This is an optimization exercise on Yosys and OpenROAD, whose aim is small area, not a production implementation. The RTL was checked by simulation tests, not by an equivalence proof against the original design. Power and IR drop assume default switching activity.

<file path="flow/design.v">
module cpu (
  input  wire        CLK,
  input  wire        PAUSE,
  input  wire        RST,
  input  wire        STEP,
  input  wire [15:0] insn,
  input  wire [15:0] mem_rdata,
  output wire [3:0]  cpuout_regfile_ra,
  output wire [15:0] cpuout_regfile_rd,
  output wire [7:0]  cpuout_PC,
  output reg  [15:0] cpuout_IF_insn,
  output reg  [15:0] cpuout_ID_insn,
  output reg  [15:0] cpuout_EX_insn,
  output reg  [15:0] cpuout_MEM_insn,
  output reg  [15:0] cpuout_WB_insn,
  output wire        cpuout_memupdate,
  output wire [7:0]  cpuout_memaddr,
  output wire [15:0] cpuout_memdata
  );
  reg [5:0] counter;
  always @ (posedge CLK) begin
    if (RST | PAUSE) counter <= 6'd0;
    else counter <= counter + 6'd1;
  end
  reg [5:0] db_counter;
  reg       btn_state;
  always @ (posedge CLK) begin
    if (RST) begin
      btn_state <= 1'b0;
      db_counter <= 6'd0;
    end
    else if (!STEP)
      db_counter <= 6'd0;
    else begin
      db_counter <= db_counter + 6'd1;
      if (&db_counter) btn_state <= ~btn_state;
    end
  end
  wire step_down = STEP & (&db_counter) & ~btn_state;
  reg adv0, adv1, writewindow;
  always @ (posedge CLK) begin
    if (RST) begin
      adv0 <= 1'b0;
      adv1 <= 1'b0;
      writewindow <= 1'b0;
    end
    else begin
      adv0 <= PAUSE ? step_down : (&counter);
      adv1 <= adv0;
      writewindow <= adv1;
    end
  end
  reg [3:0] scanreg;
  always @ (posedge CLK) begin
    if (RST) scanreg <= 4'h0;
    else scanreg <= scanreg + 4'h1;
  end
  wire [3:0] id_op = cpuout_IF_insn[15:12];
  wire [3:0] id_rs = cpuout_IF_insn[11:8];
  wire [3:0] id_rt = cpuout_IF_insn[7:4];
  wire [7:0] id_imm = cpuout_IF_insn[7:0];
  wire [3:0] mem_op = cpuout_EX_insn[15:12];    
  wire [3:0] wb_op = cpuout_MEM_insn[15:12];    
  wire wb_regwrite = (wb_op != 4'b0000) & (wb_op != 4'b0111) & ~wb_op[3]
                   | (wb_op == 4'b1000);
  wire [3:0] wb_wa = (wb_op == 4'b0010) ? cpuout_MEM_insn[11:8] : cpuout_MEM_insn[3:0];
  reg [15:0] wb_val;
  wire we = wb_regwrite & writewindow;
  wire [3:0] rwa1 = (adv0 | adv1 | writewindow) ? (we ? wb_wa : id_rs) : scanreg;
  reg [15:0] ram [0:15];
  wire [15:0] wd = RST ? 16'h0000 : wb_val;
  genvar gi;
  generate
    for (gi = 0; gi < 16; gi = gi + 1) begin : rf
      always @ (posedge CLK) begin
        if (RST | (we & (rwa1 == gi))) ram[gi] <= wd;
      end
    end
  endgenerate
  wire [15:0] rd1 = ram[rwa1];
  wire [15:0] rd2 = ram[id_rt];
  reg [7:0] PC;
  wire zero = ~(|rd1);
  wire taken = (id_op[3:2] == 2'b11) & (id_op[0] ^ zero);
  wire [7:0] pc_next = taken ? (id_op[1] ? rd2[7:0] : id_imm) : PC + 8'd1;
  wire is_sub = (id_op == 4'b0011) | (id_op == 4'b0110);
  wire [15:0] b = (id_op == 4'b0010) ? {{8{id_imm[7]}}, id_imm} : rd2;
  wire [15:0] sum = rd1 + (b ^ {16{is_sub}}) + {15'd0, is_sub};
  reg [15:0] alu;
  always @ (*) begin
    case (id_op)
      4'b0100: alu = rd1 & rd2;
      4'b0101: alu = rd1 | rd2;
      4'b0110: alu = {15'd0, sum[15]};
      4'b1001, 4'b1010: alu = rd1;
      default: alu = sum;
    endcase
  end
  wire [7:0] id_addr = (id_op == 4'b1010) ? id_imm : rd2[7:0];
  always @ (posedge CLK or posedge RST) begin
    if (RST) begin
      PC <= 8'h00;
      cpuout_IF_insn <= 16'h0000;
      cpuout_ID_insn <= 16'h0000;
      cpuout_EX_insn <= 16'h0000;
      cpuout_MEM_insn <= 16'h0000;
      cpuout_WB_insn <= 16'h0000;
    end
    else if (adv1) begin
      PC <= pc_next;
      cpuout_IF_insn <= taken ? 16'h0000 : insn;
      cpuout_ID_insn <= cpuout_IF_insn;
      cpuout_EX_insn <= cpuout_ID_insn;
      cpuout_MEM_insn <= cpuout_EX_insn;
      cpuout_WB_insn <= cpuout_MEM_insn;
    end
  end
  reg [15:0] ex_val;
  reg [7:0]  ex_addr;
  reg [15:0] mem_val;
  reg [7:0]  mem_addr;
  always @ (posedge CLK) begin
    if (adv1) begin
      ex_val <= alu;
      ex_addr <= id_addr;
      mem_val <= ex_val;
      mem_addr <= ex_addr;
    end
  end
  always @ (posedge CLK) begin
    wb_val <= (mem_op == 4'b1000) ? mem_rdata : mem_val;
  end
  assign cpuout_memupdate = writewindow & ((mem_op == 4'b1001) | (mem_op == 4'b1010));
  assign cpuout_memaddr = mem_addr;
  assign cpuout_memdata = mem_val;
  assign cpuout_PC = PC;
  assign cpuout_regfile_ra = scanreg;
  assign cpuout_regfile_rd = rd1;
endmodule
</file>
<file path="flow/flow/run.sh">
#!/bin/bash
# Own layout flow: the standard flow (standard.sh) with
#  - an area-oriented ABC script in synthesis (flow/synth.tcl, flow/abc.script),
#  - the smallest buffer on the ports,
#  - a clock tree of small buffers, without dummy loads (CTS_ARGS).
# make's full output goes to flow.log in the work folder; ORFS keeps each
# step's own log under orfs/logs.
set -euo pipefail
W=$(pwd)
export AREA_ABC_SCRIPT=$W/flow/abc.script
export FLOW_SYNTH_TCL=$W/synth_recipe.tcl
export BUFFER_PORTS_ARGS="-buffer_cell sky130_fd_sc_hd__buf_1"
export CTS_ARGS="-sink_clustering_enable -repair_clock_nets -dont_use_dummy_load -buf_list sky130_fd_sc_hd__clkbuf_4 -sink_clustering_size 10 -sink_clustering_max_diameter 40"
sed "s#SYNTH_SCRIPT=[^ ]*#SYNTH_SCRIPT=$W/flow/synth.tcl#" standard.sh > own_standard.sh
grep -q "SYNTH_SCRIPT=$W/flow/synth.tcl" own_standard.sh
bash own_standard.sh finish > $W/flow.log 2>&1
</file>
<file path="flow/flow/abc.script">
strash
&get -n
&fraig -x
&put
scorr
dc2
strash
&get -n
&dch -f
&nf -R 1000
&put
topo
</file>
<file path="flow/flow/synth.tcl">
# The standard flow's synthesis (synth_recipe.tcl), with the final ABC mapping run on an
# area-oriented script instead of ORFS's delay-oriented one.
proc abc {args} {
  set i [lsearch -exact $args -script]
  if {$i >= 0} { lset args [expr {$i + 1}] $::env(AREA_ABC_SCRIPT) }
  yosys abc {*}$args
}
source $::env(FLOW_SYNTH_TCL)
</file>
<file path="flow/standard.sh">
#!/bin/bash
# synth_recipe.tcl (not shown) runs the flow's synth.tcl, then flattens the netlist and writes it again
# the make line also repeats each setting of config.mk as NAME=value (left out here)
make -C /OpenROAD-flow-scripts/flow DESIGN_CONFIG=/design/flow/config.mk WORK_HOME=/design/flow/orfs CLKGATE_MAP_FILE= SYNTH_SCRIPT=/design/flow/synth_recipe.tcl "${@:-finish}"
</file>
<file path="flow/config.mk">
export PLATFORM = sky130hd
export DESIGN_NAME = cpu
export DESIGN_NICKNAME = cpu
export VERILOG_FILES = /design/flow/design.v
export SDC_FILE = /design/flow/constraint.sdc
export NUM_CORES = 4
export LEC_CHECK = 0
export CAP_MARGIN = 20
export CORE_AREA = 5 5 225 225
export DIE_AREA = 0 0 230 230
export PLACE_DENSITY = 0.6
export SLEW_MARGIN = 20
</file>
<file path="flow/constraint.sdc">
create_clock -name core_clock -period 9.0 [get_ports {CLK}]
set_input_delay 1.8000 -clock core_clock [delete_from_list [all_inputs] [get_ports {CLK}]]
set_output_delay 1.8000 -clock core_clock [all_outputs]
set_load 0.01 [all_outputs]
</file>
==> impl_metrics.csv <==
group,metric,value,unit
run_status,status,"timing/DRC/antenna clean",
critical_path,reg2reg_from,"cpuout_MEM_insn[14]",
clock_tree,worstSkewPairLatency,0.84,ns
sta,worst_pin_slew,1.16,ns
sta,post-route-period-util,83.1,%
die,dieArea,0.0529,sq mm
finish,area_growth,13.2,%
logic_synthesis,syn_inst,1344,
die,core,0.0478,sq mm
logic_synthesis,ys.flop_type,"edfxtp_1",
placement,port_buffers,168,
critical_path,end_kind,"output port",
sta,fin_skew,0.100,ns
global_route,grt_pass1_wl,92000,um
logic_synthesis,synth-seq-cells,428,
min_path,hp-class,"flip-flop to flip-flop",
critical_path,worstSetupPathType,"flip-flop to output port",
critical_path,critical_path.slowest_cell,"and3_1",
logic_synthesis,synth_nets,1395,
sta,final_max_slew_viol_count,0,
sta,hold_viol,0,
sta,setup_viol,0,
clock_tree,cts_buffer_depth,3,
critical_path,cp.required,7.20,ns
logic_synthesis,synth_cell_types,43,
route,wl_per_cell,28.4,um
global_route,grtUsageTotal,23.1,%
logic_synthesis,yosys_warnings,2,
critical_path,cp-startpoint,"cpuout_MEM_insn[14]",
min_path,hp-start,"ex_val[10]",
min_path,holdPathEnd,"mem_val[10]",
sta,setup_tns,0,ns
run,maxCapViolations,0,
power,power.leakage,7.35,nW
critical_path,crit_family,"simple AND/OR/NAND/NOR gates",
clock_tree,cts_made_buffers,58,
clock_tree,cts_setup_buffers,0,
placement,dpl-instance-area,0.0199,sq mm
route,wirelength,63500,um
logic_synthesis,synth_edf_count,304,
logic_synthesis,syn-cell-area,0.0180,sq mm
finish,layout-drive-gt1-share,8.70,%
clock_tree,cts_tree,"yes",
route,route.detailed.drc,0,
critical_path,r2r_slack,1.91,ns
sta,fin_hold_ws,0.367,ns
clock_tree,htree_levels,2,
global_route,antenna_found_initial,4,
power,p_per_area,169,mW/mm^2
clock_tree,path_clk_slew,0.10,ns
global_route,grt-ovfl-total,0,
die,initial_utilization,37.6,%
die,boundaryPins,169,
route,num_vias,14300,
critical_path,path_buf_inv,2,
global_route,grt_pass1_vias,14000,
die,std_cell_rows,80,
placement,gp_congestion,0.936,
sta,grt_setup_unrepaired,"false",
critical_path,max_stage_delay,0.73,ns
global_route,grt_max_degree,96,
clock_tree,cts.sinks,428,
critical_path,cp_cell_sequence,"nor3_1, xnor2_1, and3_1, o21ai_0, o21ai_0, nand2_1, nor2_1, buf_4, a222oi_1, nand4_1, a221oi_1, a21oi_1, buf_1",
route,vias_per_cell,6.37,
logic_synthesis,synth_area_per_cell,13.4,sq um
critical_path,crit_path_frequent_cell,"o21ai_0",
sta,slew_headroom,22.5,%
power,irDropWorstVdd,0.0647,mV
sta,min_period,7.48,ns
min_path,hold-path-cell-count,0,
placement,detailed_place_hpwl,39900,um
finish,fin_area,0.0204,sq mm
die,die_h,230,um
critical_path,r2r_end,"ex_val[14]",
critical_path,cp-start-kind,"flip-flop",
clock_tree,cts_hold_buf,0,
critical_path,path_max_fanout,24,
critical_path,worstRegToRegCells,29,
logic_synthesis,yosysSeqAreaShare,66.9,%
clock_tree,cts_root_buffer,"clkbuf_4",
route,ant_nets,0,
finish,finalCoreUtilization,42.6,%
die,die_w,230,um
logic_synthesis,synthArstFlopShare,20.6,%
route,drt_iter0_markers,2435,
clock_tree,cts_resized,0,
route,drtPass1Iterations,10,
sta,max_freq,134,MHz
finish,final_net_count,1673,
critical_path,crit_arrival,5.68,ns
[worst max-delay path by stage]
stage               cells after the start  slack [ns]               endpoint
floorplan                              16        1.69                  PC[1]
global placement                       30        2.27             ex_val[14]
detailed placement                     29        2.09             ex_val[14]
CTS                                    13        1.52  cpuout_regfile_rd[15]
global route                           13        1.21  cpuout_regfile_rd[15]
finish                                 13        1.52  cpuout_regfile_rd[15]
[final cells by class]
cell class / instances / area, sq um
Fill cell: 4494 / 27500
Sequential cell: 428 / 12100
Multi-Input combinational cell: 889 / 5990
Timing Repair Buffer: 218 / 1030
Tap cell: 615 / 769
Clock buffer: 58 / 435
Inverter: 27 / 104
Antenna cell: 1 / 2.50
[layer usage]
metal  wire [um]  vias up  track usage (%)
met5          14        -            0.276
met4        3550        4             11.7
met3        7550      274             5.95
met2       27900     1090             35.1
met1       24500     6887             30.7
li1            -     5998                -
[cells in the mapped netlist (6+ instances only)]
cell type,count,share of area (%)
edfxtp_1,304,51
nand2_1,148,3.1
nor2_1,99,2.1
a21oi_1,97,2.7
dfrtp_1,88,12
a222oi_1,86,4.8
mux2_1,66,4.1
a22oi_1,48,2.0
o21ai_0,43,1.2
dfxtp_1,36,4.0
a221oi_1,35,1.7
clkinv_1,27,0.56
xnor2_1,26,1.3
nand4_1,25,0.87
o22ai_1,25,0.87
nand3_1,24,0.67
nor2b_1,24,0.83
nor3_1,20,0.56
ha_1,14,0.97
a22o_1,12,0.58
mux2i_1,10,0.56
nand2b_1,9,0.31
and3_1,8,0.28
and4_1,7,0.34
nor4_1,7,0.24
o22a_1,7,0.34
a31oi_1,6,0.21
o211ai_1,6,0.25
[sequential cells by signal, summed over array words and instances (netlist names)]
name / cells
btn_state: 1
scanreg: 4
cpuout_EX_insn: 16
ex_addr: 8
ex_val: 16
adv0: 1
mem_addr: 8
adv1: 1
PC: 8
cpuout_ID_insn: 16
ram: 256
cpuout_WB_insn: 16
mem_val: 16
cpuout_IF_insn: 16
writewindow: 1
cpuout_MEM_insn: 16
wb_val: 16
counter: 6
db_counter: 6
[per-stage QoR]
step / cells / total power [W] / setup slack [ns]
after floorplan: 1344 / 0.00242 / 1.69
after global placement: 2176 / 0.00257 / 2.27
after detailed placement: 2177 / 0.00257 / 2.09
after CTS: 2235 / 0.00347 / 1.52
after global routing: 2236 / 0.00359 / 1.21
final: 2236 / 0.00345 / 1.52
[worst register-to-register path: cells and delay by family (launching register included)]
family | cells | cell delay (ns)
AND/OR/NAND/NOR | 13 | 2.94
adder cells (fa/ha/maj) | 1 | 0.48
XOR/XNOR | 1 | 0.15
flip-flops | 1 | 0.46
AO/OA/AOI/OAI | 14 | 2.80
[kinds of logic (layout without fill, tap and decap cells)]
logic type               after synthesis  in the layout  share of synthesized area, %
AO/OA/AOI/OAI                        389            389                          15.7
adder cells (fa/ha/maj)               15             15                          1.08
AND/OR/NAND/NOR                      379            379                          9.54
buffers and inverters                 27            303                         0.563
XOR/XNOR                              30             30                          1.46
flip-flops                           428            428                          66.9
multiplexers                          76             76                          4.68
other                                  0              1                             0
[placed cells by master (no fill, tap or decap), types with 4 or more instances in the layout]
master / Yosys / layout
a21oi_1: 97 / 97
a21o_1: 5 / 5
a31oi_1: 6 / 6
nor3_2: 0 / 7
o21ai_0: 43 / 43
nor2b_1: 24 / 21
nor2_2: 0 / 8
ha_1: 14 / 14
edfxtp_1: 304 / 304
o22ai_1: 25 / 25
mux2i_1: 10 / 10
nand2_1: 148 / 143
xor2_1: 4 / 4
nand2b_1: 9 / 9
nand4_1: 25 / 25
buf_4: 0 / 49
or2_0: 4 / 4
xnor2_1: 26 / 26
nor2_1: 99 / 91
a222oi_1: 86 / 86
dfxtp_1: 36 / 35
nand3_1: 24 / 24
and4_1: 7 / 7
and3_1: 8 / 8
o211ai_1: 6 / 6
clkinv_1: 27 / 26
nor4_1: 7 / 6
nand2_2: 0 / 5
clkbuf_4: 0 / 58
o22a_1: 7 / 7
a22o_1: 12 / 12
mux2_1: 66 / 66
a22oi_1: 48 / 48
o21a_1: 4 / 4
nor3_1: 20 / 8
buf_1: 0 / 167
a221oi_1: 35 / 35
nor3_4: 0 / 5
dfrtp_1: 88 / 88
[power breakdown]
group,total [W],internal [W],switching (W),leakage (nW)
logic,0.000326,0.0000963,0.000230,2.60
clock network,0.000909,0.000294,0.000615,0.267
registers,0.00221,0.00218,0.0000379,4.48

[what the ideal ports hide]
In the flow no input, the clock included, has a driving cell. The finished layout below was timed again as built, in two steps.
Step 1: set_driving_cell puts a clkbuf_16 on CLK and a buf_2 on each other input, an assumption about the parent block.
Step 2 times the ports against the registers' clock, not the clock port: input delays grow and output delays shrink by t, the midpoint of the rising clock arrivals with the driver on.
a / b / c = ideal ports / drivers / drivers and shift; a / b = the first two.
t (ns): 0.836
setup WS [ns]: 1.521 / 1.469 / 1.905
worst setup path after step 2: register to register
slew at the worst register clock pin (ns): 0.11 / 0.11
worst data-port slew with drivers (ns): 0.05
After both steps setup and hold are still met in this run. The setup slack of this run moves by -0.052 ns with the drivers and by +0.384 ns with both steps.
